What follows belongs to an exercise in optimizing a design on an open flow for small area; a production flow would make more cautious choices.
Only simulation tests tie the RTL to the original design; equivalence was not proved.
Power and IR drop assume default switching activity.

[flow/design.v]
module module_alu (
    input [15:0] register_A,
    input [15:0] register_B,
	 input sendButton,
    input [2:0] opcode,
    output reg [15:0] result
);
    reg signed [15:0] operand_A;
    reg signed [15:0] operand_B;
    reg signed [31:0] result_c2;   
    parameter LOAD = 0, ADD = 1, ADDI = 2, SUB = 3, SUBI = 4, MUL = 5, CLEAR = 6, DISPLAY = 7;
    always @(*) begin
        result = 16'd0;
        operand_A = 16'd0;
        operand_B = 16'd0;
        result_c2 = 32'd0;
        if (opcode != LOAD && opcode != CLEAR && opcode != DISPLAY) begin
            operand_A = $signed(register_A);
            operand_B = $signed(register_B);
            case (opcode)
					 3'b001: result_c2 = operand_A + operand_B;   
					 3'b010: result_c2 = operand_A + operand_B;   
					 3'b011: result_c2 = operand_A - operand_B;   
					 3'b100: result_c2 = operand_A - operand_B;   
					 3'b101: result_c2 = operand_A * operand_B;   
					 default: result_c2 = result_c2;
				endcase
            if (result_c2 > 32767) begin
                result = 16'h7FFF;
            end else if (result_c2 < -32768) begin
                result = 16'h8000;
            end else begin
                result = result_c2[15:0];   
            end
        end
    end
endmodule
module memory (
    input wire clk,                 
    input wire reset,               
    input wire [3:0] read_reg1,     
    input wire [3:0] read_reg2,     
    input wire [3:0] write_reg,     
    input wire [15:0] write_data,   
    input wire reg_write_en,        
    output [15:0] read_data1,   
    output [15:0] read_data2    
);
    reg [15:0] registers [0:15];
    integer i;
	 assign read_data1 = registers[read_reg1];
	 assign read_data2 = registers[read_reg2];
    always @(posedge clk) begin
        if (reset) begin
            for (i = 0; i < 16; i = i + 1) begin
                registers[i] <= 16'b0;
            end
        end else if (reg_write_en) begin
            registers[write_reg] <= write_data;
        end
    end
endmodule
module lcd (
    input clk_50MHz,
    input reset_n,            
    input system_on,
    input display_enable,
    input [2:0] opcode_last,
    input [3:0] reg_number,
    input [15:0] reg_value,
    output reg [7:0] LCD_DATA,
    output reg LCD_RS,
    output reg LCD_EN,
    output LCD_RW,
    output wire LCD_ON
);
    assign LCD_RW = 1'b0;  
    assign LCD_ON = 1'b1;  
    localparam DELAY_15MS  = 750_000;     
    localparam DELAY_4_1MS = 205_000;     
    localparam DELAY_100US = 5_000;       
    localparam DELAY_40US  = 2_000;       
    localparam DELAY_2MS   = 100_000;     
    localparam [5:0]
        OFF = 0,
        POWER_ON = 1,
        WAIT_15MS = 2,
        FUNC_SET1 = 3,
        PULSE_EN = 4,
        WAIT_4_1MS = 5,
        FUNC_SET2 = 6,
        WAIT_100US1 = 7,
        FUNC_SET3 = 8,
        WAIT_100US2 = 9,
        FUNC_SET_FINAL = 10,
        WAIT_100US3 = 11,
        DISP_OFF = 12,
        WAIT_100US4 = 13,
        DISP_CLEAR = 14,
        WAIT_2MS = 15,
        ENTRY_MODE = 16,
        WAIT_100US5 = 17,
        DISP_ON = 18,
        IDLE = 20,
        SET_ADDR1 = 21,
        WAIT_ADDR1 = 22,
        WRITE_CHAR1 = 23,
        CHECK_LOOP1 = 24,
        SET_ADDR2 = 25,
        WAIT_ADDR2 = 26,
        WRITE_CHAR2 = 27,
        CHECK_LOOP2 = 28,
        CLEAR_SCREEN = 29;
    reg [5:0] state;
    reg [5:0] next_state_after_pulse;
    reg [19:0] delay_cnt;
    reg [4:0] char_index;
    reg [7:0] line1 [0:15];
    reg [7:0] line2 [0:15];
    reg write_pending;
    reg clear_pending;
    reg init_mode;
    reg lcd_ready;  
    wire signed [15:0] signed_value = reg_value;
    reg [15:0] abs_value;
    reg negative;
    reg [19:0] bcd;
    integer i, j;
    always @(*) begin
        negative = (signed_value < 0);
        if (signed_value == 16'sh8000)
            abs_value = 32768;
        else
            abs_value = negative ? -signed_value : signed_value;
        bcd = 0;
        for (i = 15; i >= 0; i = i - 1) begin
            if (bcd[3:0] >= 5) bcd[3:0] = bcd[3:0] + 3;
            if (bcd[7:4] >= 5) bcd[7:4] = bcd[7:4] + 3;
            if (bcd[11:8] >= 5) bcd[11:8] = bcd[11:8] + 3;
            if (bcd[15:12] >= 5) bcd[15:12] = bcd[15:12] + 3;
            if (bcd[19:16] >= 5) bcd[19:16] = bcd[19:16] + 3;
            bcd = {bcd[18:0], abs_value[i]};
        end
    end
    always @(posedge clk_50MHz) begin
        if (!reset_n) begin
            state <= OFF;
            LCD_EN <= 0;
            LCD_RS <= 0;
            LCD_DATA <= 0;
            write_pending <= 0;
            clear_pending <= 0;
            init_mode <= 0;
            lcd_ready <= 0;
            delay_cnt <= 0;
            char_index <= 0;
            for (j = 0; j < 16; j = j + 1) begin
                line1[j] <= " ";
                line2[j] <= " ";
            end
        end else begin
            if (!system_on) begin
                state <= OFF;
                LCD_EN <= 0;
                LCD_RS <= 0;
                LCD_DATA <= 0;
                lcd_ready <= 0;
                for (j = 0; j < 16; j = j + 1) begin
                    line1[j] <= " ";
                    line2[j] <= " ";
                end
            end else begin
                case (state)
                    OFF: begin
                        LCD_DATA <= 8'h00;
                        LCD_EN <= 0;
                        LCD_RS <= 0;
                        lcd_ready <= 0;
                        state <= POWER_ON;
                    end
                    POWER_ON: begin
                        init_mode <= 1;
                        delay_cnt <= 0;
                        state <= WAIT_15MS;
                    end
                    WAIT_15MS: begin
                        delay_cnt <= delay_cnt + 1;
                        if (delay_cnt >= DELAY_15MS) begin
                            delay_cnt <= 0;
                            state <= FUNC_SET1;
                        end
                    end
                    FUNC_SET1: begin
                        LCD_RS <= 0;
                        LCD_DATA <= 8'h30;
                        next_state_after_pulse <= WAIT_4_1MS;
                        state <= PULSE_EN;
                    end
                    WAIT_4_1MS: begin
                        delay_cnt <= delay_cnt + 1;
                        if (delay_cnt >= DELAY_4_1MS) begin
                            delay_cnt <= 0;
                            state <= FUNC_SET2;
                        end
                    end
                    FUNC_SET2: begin
                        LCD_RS <= 0;
                        LCD_DATA <= 8'h30;
                        next_state_after_pulse <= WAIT_100US1;
                        state <= PULSE_EN;
                    end
                    WAIT_100US1: begin
                        delay_cnt <= delay_cnt + 1;
                        if (delay_cnt >= DELAY_100US) begin
                            delay_cnt <= 0;
                            state <= FUNC_SET3;
                        end
                    end
                    FUNC_SET3: begin
                        LCD_RS <= 0;
                        LCD_DATA <= 8'h30;
                        next_state_after_pulse <= WAIT_100US2;
                        state <= PULSE_EN;
                    end
                    WAIT_100US2: begin
                        delay_cnt <= delay_cnt + 1;
                        if (delay_cnt >= DELAY_100US) begin
                            delay_cnt <= 0;
                            state <= FUNC_SET_FINAL;
                        end
                    end
                    FUNC_SET_FINAL: begin
                        LCD_RS <= 0;
                        LCD_DATA <= 8'h38;  
                        next_state_after_pulse <= WAIT_100US3;
                        state <= PULSE_EN;
                    end
                    WAIT_100US3: begin
                        delay_cnt <= delay_cnt + 1;
                        if (delay_cnt >= DELAY_100US) begin
                            delay_cnt <= 0;
                            state <= DISP_OFF;
                        end
                    end
                    DISP_OFF: begin
                        LCD_RS <= 0;
                        LCD_DATA <= 8'h08;
                        next_state_after_pulse <= WAIT_100US4;
                        state <= PULSE_EN;
                    end
                    WAIT_100US4: begin
                        delay_cnt <= delay_cnt + 1;
                        if (delay_cnt >= DELAY_100US) begin
                            delay_cnt <= 0;
                            state <= DISP_CLEAR;
                        end
                    end
                    DISP_CLEAR: begin
                        LCD_RS <= 0;
                        LCD_DATA <= 8'h01;  
                        next_state_after_pulse <= WAIT_2MS;
                        state <= PULSE_EN;
                    end
                    WAIT_2MS: begin
                        delay_cnt <= delay_cnt + 1;
                        if (delay_cnt >= DELAY_2MS) begin
                            delay_cnt <= 0;
                            if (init_mode)
                                state <= ENTRY_MODE;
                            else begin
                                state <= IDLE;
                                clear_pending <= 0;
                            end
                        end
                    end
                    ENTRY_MODE: begin
                        LCD_RS <= 0;
                        LCD_DATA <= 8'h06;  
                        next_state_after_pulse <= WAIT_100US5;
                        state <= PULSE_EN;
                    end
                    WAIT_100US5: begin
                        delay_cnt <= delay_cnt + 1;
                        if (delay_cnt >= DELAY_100US) begin
                            delay_cnt <= 0;
                            state <= DISP_ON;
                        end
                    end
                    DISP_ON: begin
                        LCD_RS <= 0;
                        LCD_DATA <= 8'h0C;  
                        next_state_after_pulse <= IDLE;
                        state <= PULSE_EN;
                    end
                    IDLE: begin
                        init_mode <= 0;
                        lcd_ready <= 1;   
                        LCD_EN <= 0;
                        if (display_enable && lcd_ready) begin
                            for (j = 0; j < 16; j = j + 1) begin
                                line1[j] <= " ";
                                line2[j] <= " ";
                            end
                            case (opcode_last)
                                3'b000: begin 
                                    line1[0] <= "L"; line1[1] <= "O"; line1[2] <= "A"; line1[3] <= "D"; 
                                end
                                3'b001: begin 
                                    line1[0] <= "A"; line1[1] <= "D"; line1[2] <= "D"; 
                                end
                                3'b010: begin 
                                    line1[0] <= "A"; line1[1] <= "D"; line1[2] <= "D"; line1[3] <= "I"; 
                                end
                                3'b011: begin 
                                    line1[0] <= "S"; line1[1] <= "U"; line1[2] <= "B"; 
                                end
                                3'b100: begin 
                                    line1[0] <= "S"; line1[1] <= "U"; line1[2] <= "B"; line1[3] <= "I"; 
                                end
                                3'b101: begin 
                                    line1[0] <= "M"; line1[1] <= "U"; line1[2] <= "L"; 
                                end
                                3'b110: begin
                                    line1[0] <= "C"; line1[1] <= "L"; line1[2] <= "E";
                                    line1[3] <= "A"; line1[4] <= "R";
                                end
                                3'b111: begin 
                                    line1[0] <= "D"; line1[1] <= "P"; line1[2] <= "L"; 
                                end
                                default: begin 
                                end
                            endcase
                            if (opcode_last == 3'b110) begin
                                clear_pending <= 0;
                            end else begin
                                line2[0] <= "[";
										  line2[1] <= 8'h30 + reg_number[3];
                                line2[2] <= 8'h30 + reg_number[2];
                                line2[3] <= 8'h30 + reg_number[1];
                                line2[4] <= 8'h30 + reg_number[0];
                                line2[5] <= "]";
                                line2[10] <= negative ? "-" : "+";
                                line2[11] <= (bcd[19:16] == 0) ? " " : 8'h30 + bcd[19:16];
                                line2[12] <= (bcd[15:12] == 0 && bcd[19:16] == 0) ? " " : 8'h30 + bcd[15:12];
                                line2[13] <= 8'h30 + bcd[11:8];
                                line2[14] <= 8'h30 + bcd[7:4];
                                line2[15] <= 8'h30 + bcd[3:0];
                                clear_pending <= 0;
                            end
                            write_pending <= 1;
                            lcd_ready <= 0;   
                            state <= IDLE;    
                        end else if (write_pending) begin
                            if (clear_pending) begin
                                state <= CLEAR_SCREEN;
                                write_pending <= 0;
                            end else begin
                                char_index <= 0;
                                state <= SET_ADDR1;
                            end
                        end
                    end
                    SET_ADDR1: begin
                        LCD_RS <= 0;
                        LCD_DATA <= 8'h80;   
                        next_state_after_pulse <= WAIT_ADDR1;
                        state <= PULSE_EN;
                    end
                    WAIT_ADDR1: begin
                        delay_cnt <= delay_cnt + 1;
                        if (delay_cnt >= DELAY_40US) begin
                            delay_cnt <= 0;
                            state <= WRITE_CHAR1;
                        end
                    end
                    WRITE_CHAR1: begin
                        LCD_RS <= 1;
                        LCD_DATA <= line1[char_index];
                        next_state_after_pulse <= CHECK_LOOP1;
                        state <= PULSE_EN;
                    end
                    CHECK_LOOP1: begin
                        delay_cnt <= delay_cnt + 1;
                        if (delay_cnt >= DELAY_40US) begin
                            delay_cnt <= 0;
                            if (char_index == 15) begin
                                char_index <= 0;
                                state <= SET_ADDR2;
                            end else begin
                                char_index <= char_index + 1;
                                state <= WRITE_CHAR1;
                            end
                        end
                    end
                    SET_ADDR2: begin
                        LCD_RS <= 0;
                        LCD_DATA <= 8'hC0;  
                        next_state_after_pulse <= WAIT_ADDR2;
                        state <= PULSE_EN;
                    end
                    WAIT_ADDR2: begin
                        delay_cnt <= delay_cnt + 1;
                        if (delay_cnt >= DELAY_40US) begin
                            delay_cnt <= 0;
                            state <= WRITE_CHAR2;
                        end
                    end
                    WRITE_CHAR2: begin
                        LCD_RS <= 1;
                        LCD_DATA <= line2[char_index];
                        next_state_after_pulse <= CHECK_LOOP2;
                        state <= PULSE_EN;
                    end
                    CHECK_LOOP2: begin
                        delay_cnt <= delay_cnt + 1;
                        if (delay_cnt >= DELAY_40US) begin
                            delay_cnt <= 0;
                            if (char_index == 15) begin
                                char_index <= 0;
                                write_pending <= 0;
                                state <= IDLE;
                            end else begin
                                char_index <= char_index + 1;
                                state <= WRITE_CHAR2;
                            end
                        end
                    end
                    CLEAR_SCREEN: begin
                        LCD_RS <= 0;
                        LCD_DATA <= 8'h01;
                        next_state_after_pulse <= WAIT_2MS;
                        state <= PULSE_EN;
                    end
                    PULSE_EN: begin
                        if (delay_cnt == 0) begin
                            LCD_EN <= 1;
                        end
                        delay_cnt <= delay_cnt + 1;
                        if (delay_cnt >= DELAY_40US) begin
                            LCD_EN <= 0;
                            delay_cnt <= 0;
                            state <= next_state_after_pulse;
                        end
                    end
                    default: begin
                        state <= OFF;
                    end
                endcase
            end
        end
    end
endmodule
module module_mini_cpu(
    input clk,               
    input rst,               
    input power,             
    input send,              
    input [17:0] switches,   
    output wire [7:0] data,  
    output wire rs,          
    output wire rw,          
    output wire en,          
    output wire lcd_on,      
    output wire lcd_blon     
);
    localparam OFF        = 3'd0;
    localparam IDLE       = 3'd1;
    localparam FETCH      = 3'd2;
    localparam DECODE     = 3'd3;
    localparam EXECUTE    = 3'd4;
    localparam UPDATE_LCD = 3'd5;
    reg [2:0] state;
    reg system_on;
    reg prev_power;
    reg prev_send;
    reg [2:0] opcode;
    reg [3:0] dest_reg;
    reg [3:0] src1_reg;
    reg [3:0] src2_reg;
    reg [15:0] immediate;
    reg use_immediate;
    reg is_load;
    wire [15:0] mem_read_data1;
    wire [15:0] mem_read_data2;
    reg [3:0] mem_read_addr1;
    reg [3:0] mem_read_addr2;
    reg [3:0] mem_write_addr;
    reg [15:0] mem_write_data;
    reg mem_write_en;
    reg mem_reset;
    wire [15:0] alu_result;
    wire [15:0] alu_in_A;
    wire [15:0] alu_in_B;
    assign alu_in_A = mem_read_data1;
    assign alu_in_B = (use_immediate) ? immediate : mem_read_data2;
    reg lcd_update_en;
    wire [15:0] lcd_reg_value;
    memory mem_inst (
        .clk(clk),
        .reset(mem_reset),
        .read_reg1(mem_read_addr1),
        .read_reg2(mem_read_addr2),
        .write_reg(mem_write_addr),
        .write_data(mem_write_data),
        .reg_write_en(mem_write_en),
        .read_data1(mem_read_data1),
        .read_data2(mem_read_data2)
    );
    module_alu alu_inst (
        .register_A(alu_in_A),
        .register_B(alu_in_B),
		  .sendButton(send),
        .opcode(opcode),
        .result(alu_result)
    );
    lcd lcd_inst (
        .clk_50MHz(clk),
        .reset_n(system_on & ~rst),     
        .system_on(system_on),
        .display_enable(lcd_update_en),
        .opcode_last(opcode),
        .reg_number(src1_reg),  
        .reg_value(lcd_reg_value),
        .LCD_DATA(data),
        .LCD_RS(rs),
        .LCD_EN(en),
        .LCD_RW(rw),
        .LCD_ON(lcd_on) 
    );
    assign lcd_reg_value = (opcode == 3'b111) ? mem_read_data1 : mem_write_data;
    assign lcd_blon = 1'b0;
    always @(posedge clk) begin
      if (rst) begin
        state <= OFF;
        system_on <= 0;
        prev_power <= 1;
        prev_send <= 1;
        mem_read_addr1 <= 0;
        mem_read_addr2 <= 0;
        mem_write_addr <= 0;
        mem_write_data <= 0;
        mem_write_en <= 0;
        mem_reset <= 0;
        lcd_update_en <= 0;
      end else begin
        prev_power <= power;
        prev_send <= send;
        if (power && !prev_power) begin
            system_on <= ~system_on;
            if (system_on) begin
                state <= OFF;
                mem_reset <= 1;
            end else begin      
                state <= IDLE;
                mem_reset <= 1;  
            end
        end
        if (system_on) begin
            if (mem_reset) begin
                mem_reset <= 0;
            end
            case (state)
                OFF: begin
                    mem_write_en <= 0;
                    lcd_update_en <= 0;
                end
                IDLE: begin
                    mem_write_en <= 0;
                    lcd_update_en <= 0;
                    if (send && !prev_send) begin
                        state <= FETCH;
                    end
                end
                FETCH: begin
                    state <= DECODE;
                end
                DECODE: begin
                    if (switches[17:15] == 3'b010 || switches[17:15] == 3'b100 || switches[17:15] == 3'b101) begin 
                        opcode <= switches[17:15];
                        dest_reg <= switches[14:11];
                        src1_reg <= switches[10:7];
                        immediate <= switches[6] ? -{10'd0, switches[5:0]} : {10'd0, switches[5:0]};
                        use_immediate <= 1;
                        is_load <= 0;
                        mem_read_addr1 <= switches[10:7];
                        mem_read_addr2 <= 4'b0;  
                    end
                    else if (switches[17:15] == 3'b001 || switches[17:15] == 3'b011) begin 
                        opcode <= switches[17:15];
                        dest_reg <= switches[14:11];
                        src1_reg <= switches[10:7];
                        src2_reg <= switches[6:3];
                        use_immediate <= 0;
                        is_load <= 0;
                        mem_read_addr1 <= switches[10:7];
                        mem_read_addr2 <= switches[6:3];
                    end
                    else if (switches[17:15] == 3'b000) begin 
                        opcode <= 3'b000;
                        dest_reg <= switches[14:11];
                        immediate <= switches[10] ? -{10'd0, switches[9:4]} : {10'd0, switches[9:4]};
                        use_immediate <= 1;
                        is_load <= 1;
                    end
                    else begin 
                        if (switches[17:15] == 3'b111) begin  
                            opcode <= 3'b111;
                            src1_reg <= switches[14:11];  
                            mem_read_addr1 <= switches[14:11];  
                            use_immediate <= 0;
                            is_load <= 0;
                        end else begin  
                            opcode <= 3'b110;
                            mem_reset <= 1;
                            use_immediate <= 0;
                            is_load <= 0;
                        end
                    end
                    state <= EXECUTE;
                end
                EXECUTE: begin
                    if (opcode == 3'b110) begin
                        mem_reset <= 0;
                    end
                    if (opcode != 3'b111 && opcode != 3'b110) begin
                        mem_write_en <= 1;
                        mem_write_addr <= dest_reg;
                        if (is_load) mem_write_data <= immediate;
                        else mem_write_data <= alu_result;
                    end
                    state <= UPDATE_LCD;
                end
                UPDATE_LCD: begin
                    mem_write_en <= 0;
                    if (opcode != 3'b111) src1_reg <= dest_reg;
                    lcd_update_en <= 1;
                    state <= IDLE;
                end
                default: state <= IDLE;
            endcase
        end
      end
    end
endmodule
[flow/run.sh]
#!/bin/bash
# synth_recipe.tcl (not shown) runs the flow's synth.tcl, then flattens the netlist and writes it again
# the make line also repeats each setting of config.mk as NAME=value (left out here)
make -C /OpenROAD-flow-scripts/flow DESIGN_CONFIG=/design/flow/config.mk WORK_HOME=/design/flow/orfs CLKGATE_MAP_FILE= SYNTH_SCRIPT=/design/flow/synth_recipe.tcl finish
[flow/config.mk]
export PLATFORM = sky130hd
export DESIGN_NAME = module_mini_cpu
export DESIGN_NICKNAME = module_mini_cpu
export VERILOG_FILES = /design/flow/design.v
export SDC_FILE = /design/flow/constraint.sdc
export NUM_CORES = 4
export LEC_CHECK = 0
export CAP_MARGIN = 20
export CORE_MARGIN = 2
export CORE_UTILIZATION = 40
export PLACE_DENSITY = 0.6
export SLEW_MARGIN = 20
[flow/constraint.sdc]
create_clock -name core_clock -period 20.0 [get_ports {clk}]
set_input_delay 4.0000 -clock core_clock [delete_from_list [all_inputs] [get_ports {clk}]]
set_output_delay 4.0000 -clock core_clock [all_outputs]
set_load 0.01 [all_outputs]
==> summary.txt <==
-- Yosys cell counts (24+ instances only) --
cell      count
and3_1       28
or2_2        28
nor2b_1      33
and2_1      291
dfxtp_1     141
a21oi_1     214
mux2_2       27
clkbuf_1    171
nand3_1      90
xnor2_1      52
mux4_2      113
o211ai_1     25
nand2b_1     29
o21ai_0     141
nor2_1      350
ha_1        166
inv_1       377
nor3_1       60
a21o_1       24
mux2i_1      97
a22oi_1      40
edfxtp_1    285
fa_1        264
nand4_1      25
a211oi_1     38
nand2_1     409
-- final timing paths --
check | cells after the start | endpoint | slack, ns
hold / removal | 2 | lcd_inst.char_index[4]$_SDFFE_PN0P_ | 0.44
setup / recovery | 65 | lcd_inst.line2[15][2]$_SDFFE_PN0P_ | 3.41
setup reg to reg | 65 | lcd_inst.line2[15][2]$_SDFFE_PN0P_ | 3.41
hold reg to reg | 2 | lcd_inst.char_index[4]$_SDFFE_PN0P_ | 0.44
-- placed cells by master (no fill, tap or decap), types with 27 or more instances in the layout --
cell             Yosys  routed
a211oi_1            38      38
a21oi_1            214     214
a22oi_1             40      40
and2_1             291     291
and3_1              28      28
buf_4                8      67
clkbuf_16            0      49
clkdlybuf4s50_1      0      31
dfxtp_1            141     137
edfxtp_1           285     285
fa_1               264     264
ha_1               166     166
inv_1              377     377
mux2_2              27      27
mux2i_1             97      96
mux4_2             113     113
nand2_1            409     409
nand2b_1            29      28
nand3_1             90      90
nor2_1             350     343
nor2b_1             33      33
nor3_1              60      56
o21ai_0            141     139
or2_2               28      28
xnor2_1             52      52
-- per-stage QoR --
step / utilization / worst slack, ns / hold WS, ns / power (W) / cell area [um2]
finish: 0.4346 / 3.406 / 0.4427 / 0.004493 / 41900
global route: 0.4345 / 2.154 / 0.4628 / 0.004920 / 41900
CTS: 0.4345 / 3.587 / 0.4474 / 0.004524 / 41900
detailed placement: 0.4181 / 3.681 / 0.4367 / 0.003613 / 40320
global placement: 0.4181 / 4.156 / 0.4212 / 0.003579 / 40320
floorplan: - / 6.715 / 0.4113 / 0.003015 / 38820
-- cell type report --
class                   count  area [um2]  share of cell area
diodes                      2       5.005           0.0001194
clock buffers              69        1385             0.03306
clock inverters            19       195.2            0.004658
inverters                 394        1479             0.03530
multi-input cells        3048       25030              0.5975
flip-flops and latches    426       11390              0.2719
well taps                1276        1597             0.03810
repair buffers             98       813.3             0.01941
-- worst reg2reg max path, delay by kind of cell (launching register included) --
family / cells / cell delay (ns)
DFF: 1 / 0.78
muxes: 2 / 0.75
and+or+nand+nor: 18 / 4.21
buffers and inverters: 7 / 0.53
xor gates and xnor gates: 2 / 0.41
adders and majority gates: 13 / 3.19
AOI/OAI and AO/OA: 23 / 6.61
-- report_power, final --
part           switching (W)  internal (W)  total, W  leakage, nW
combinational        0.00152       0.00110   0.00262         11.7
sequential         0.0000159      0.000966  0.000982         3.84
clock               0.000382      0.000510  0.000892        0.774
-- per-layer routing --
layer / part of all wire / vias to the layer above
li1: - / 14320
met1: 0.42 / 15250
met2: 0.44 / 1283
met3: 0.088 / 267
met4: 0.044 / 2
met5: 0.000085 / -
-- kinds of logic (layout without fill, tap and decap cells) --
group | Yosys count | after routing
AND/OR/NAND/NOR | 1453 | 1453
AO/OA/AOI/OAI | 844 | 844
buffers and inverters | 620 | 580
adder cells (fa/ha/maj) | 432 | 432
flip-flops | 426 | 426
multiplexers | 243 | 243
XOR/XNOR | 73 | 73
other | 2 | 5
==> results.cfg <==
[timing]
drv_slew = 0
setup_tns_ns = 0
max_slew_margin = 0.3012
fmaxAchievable_mhz = 60.26
final-hold-violation-count = 0
fin_crit_sh = 0.8297
clock_skew_ns = 0.05340
rsz0062_at_grt = false
min_period_ns = 16.59
finalSetupViolations = 0
tightest_slew_ns = 1.048

[grt]
use_met1 = 0.3200
use_met3 = 0.05444
globalRoute.totalOverflow = 0
grt_usage = 0.2366
use_met2 = 0.3678
antenna_found_initial = 5
grt_pass1_vias = 30380
busiest_layer = met2
grt_max_degree = 59
grt_pass1_wl_um = 181900

[yosys]
post_synth.cell_area_avg_um2 = 9.483
synth_area_leaders = edfxtp_1, fa_1, dfxtp_1
synthAdderAreaFrac = 0.1902
synth_compound_area_frac = 0.1514
synth_seq_cells = 426
synth_top_family_by_area = adder cells
ys.flop_type = edfxtp_1
ys_warn_count = 6
syn-instance-count = 4093
synth_xor_xnor_area_share = 0.01737
syn-cell-area_um2 = 38810
yosys.area_share.simple = 0.1834
synth.distinct_cells = 119
synth_edf_count = 285
synthMuxAreaShare = 0.1005
ys_seq_area_frac = 0.2932
netlist.area_leader.share = 0.2205
ys_async_sr_fraction = 0
synth.largest_area_cell = edfxtp_1

[detailed_routing]
routedWlPerCell_um = 22.07
route.detailed.drc = 0
via_per_inst = 5.835
drt-initial-drc-count = 3107
drtAntennaViolNets = 0
routed_wl_um = 117700
drt-pass1-iter-count = 6
num_vias = 31110

[worst_setup_path]
endpoint_kind = flop
cp_data_arrival_time_ns = 17.09
critPathMaxStageDelay_ns = 1.02
cp_max_fo = 36
critPathKind = reg -> reg
path_common_cell = ha_1
crit_path_top_delay_cell = o41ai_2
worst-path-buf-inv = 7
cp.required_ns = 20.50
startpoint_type = flop
crit_family = compound AO/OA/AOI/OAI gates

[run_status]
status = finished clean

[final_layout]
area_delta_synth_final_pct = 7.952
nets = 4468
largest-register = mem_inst.registers
fin_cells = 5332
fillCellCount = 9392
top_regs = mem_inst.registers: 256 flops, lcd_inst.line2: 30 flops, lcd_inst.line1: 23 flops
largest_register_ffs = 256
drive_gt1_frac = 0.09941

[floorplan]
io_pins = 35
die_x_um = 315.5
dieArea_um2 = 99540
die_y_um = 315.5
initial_core_util = 0.4025
std_cell_rows = 114
coreArea_um2 = 96420

[placed_design]
dp_cells = 5242
place_congestion = 0.9017
port_buffers = 31
hpwl_um = 84430

[cts]
cts.clk_slew.worst_paths_ns = 0.06
cts_buffer_depth = 3
cts_setup_buffers = 0
cts_tree = yes
post_cts_resize_count = 0
ctsHoldBuffers = 0
worst_skew_pair.late_latency_ns = 0.62
cts.sinks = 426
cts_buffers = 48
root_buffer = clkbuf_16
h-tree-depth = 2

[min_path]
hp-class = reg -> reg
hp-start = lcd_inst.char_index[4]$_SDFFE_PN0P_

[power_and_ir_drop]
ir_drop_mv = 0.2445
power_density_nw_per_um2 = 107.2
power.leakage_nw = 16.27

[flow_run]
cap_violations = 0

==> afterwards: timing with drivers on the ports <==
The results above use ideal ports. As a check the final layout listed here was re-extracted and re-timed, cells and wires unchanged.
Step 1 (the two cells are an assumption about what drives the block):
set clk [get_ports {clk}]
set_driving_cell -lib_cell sky130_fd_sc_hd__clkbuf_16 $clk
set_driving_cell -lib_cell sky130_fd_sc_hd__buf_2 [delete_from_list [all_inputs] $clk]
Step 2 moves the port delays by t, midway between the first and last clock arrival at a register: inputs arrive t later, outputs are due t later. That takes back most of the time a late clock gives input paths.
Slacks: ideal / step 1 / step 2; pairs: ideal / step 1.
t (ns): 0.664
setup slack, ns: 3.406 / 3.406 / 3.406
worst setup path after step 2: register to register
worst slew at a driven data input, ns: 0.11
After both steps setup and hold are still met in this run. For this run, drivers alone change the setup slack by 0.000 ns; drivers and shift together by 0.000 ns.
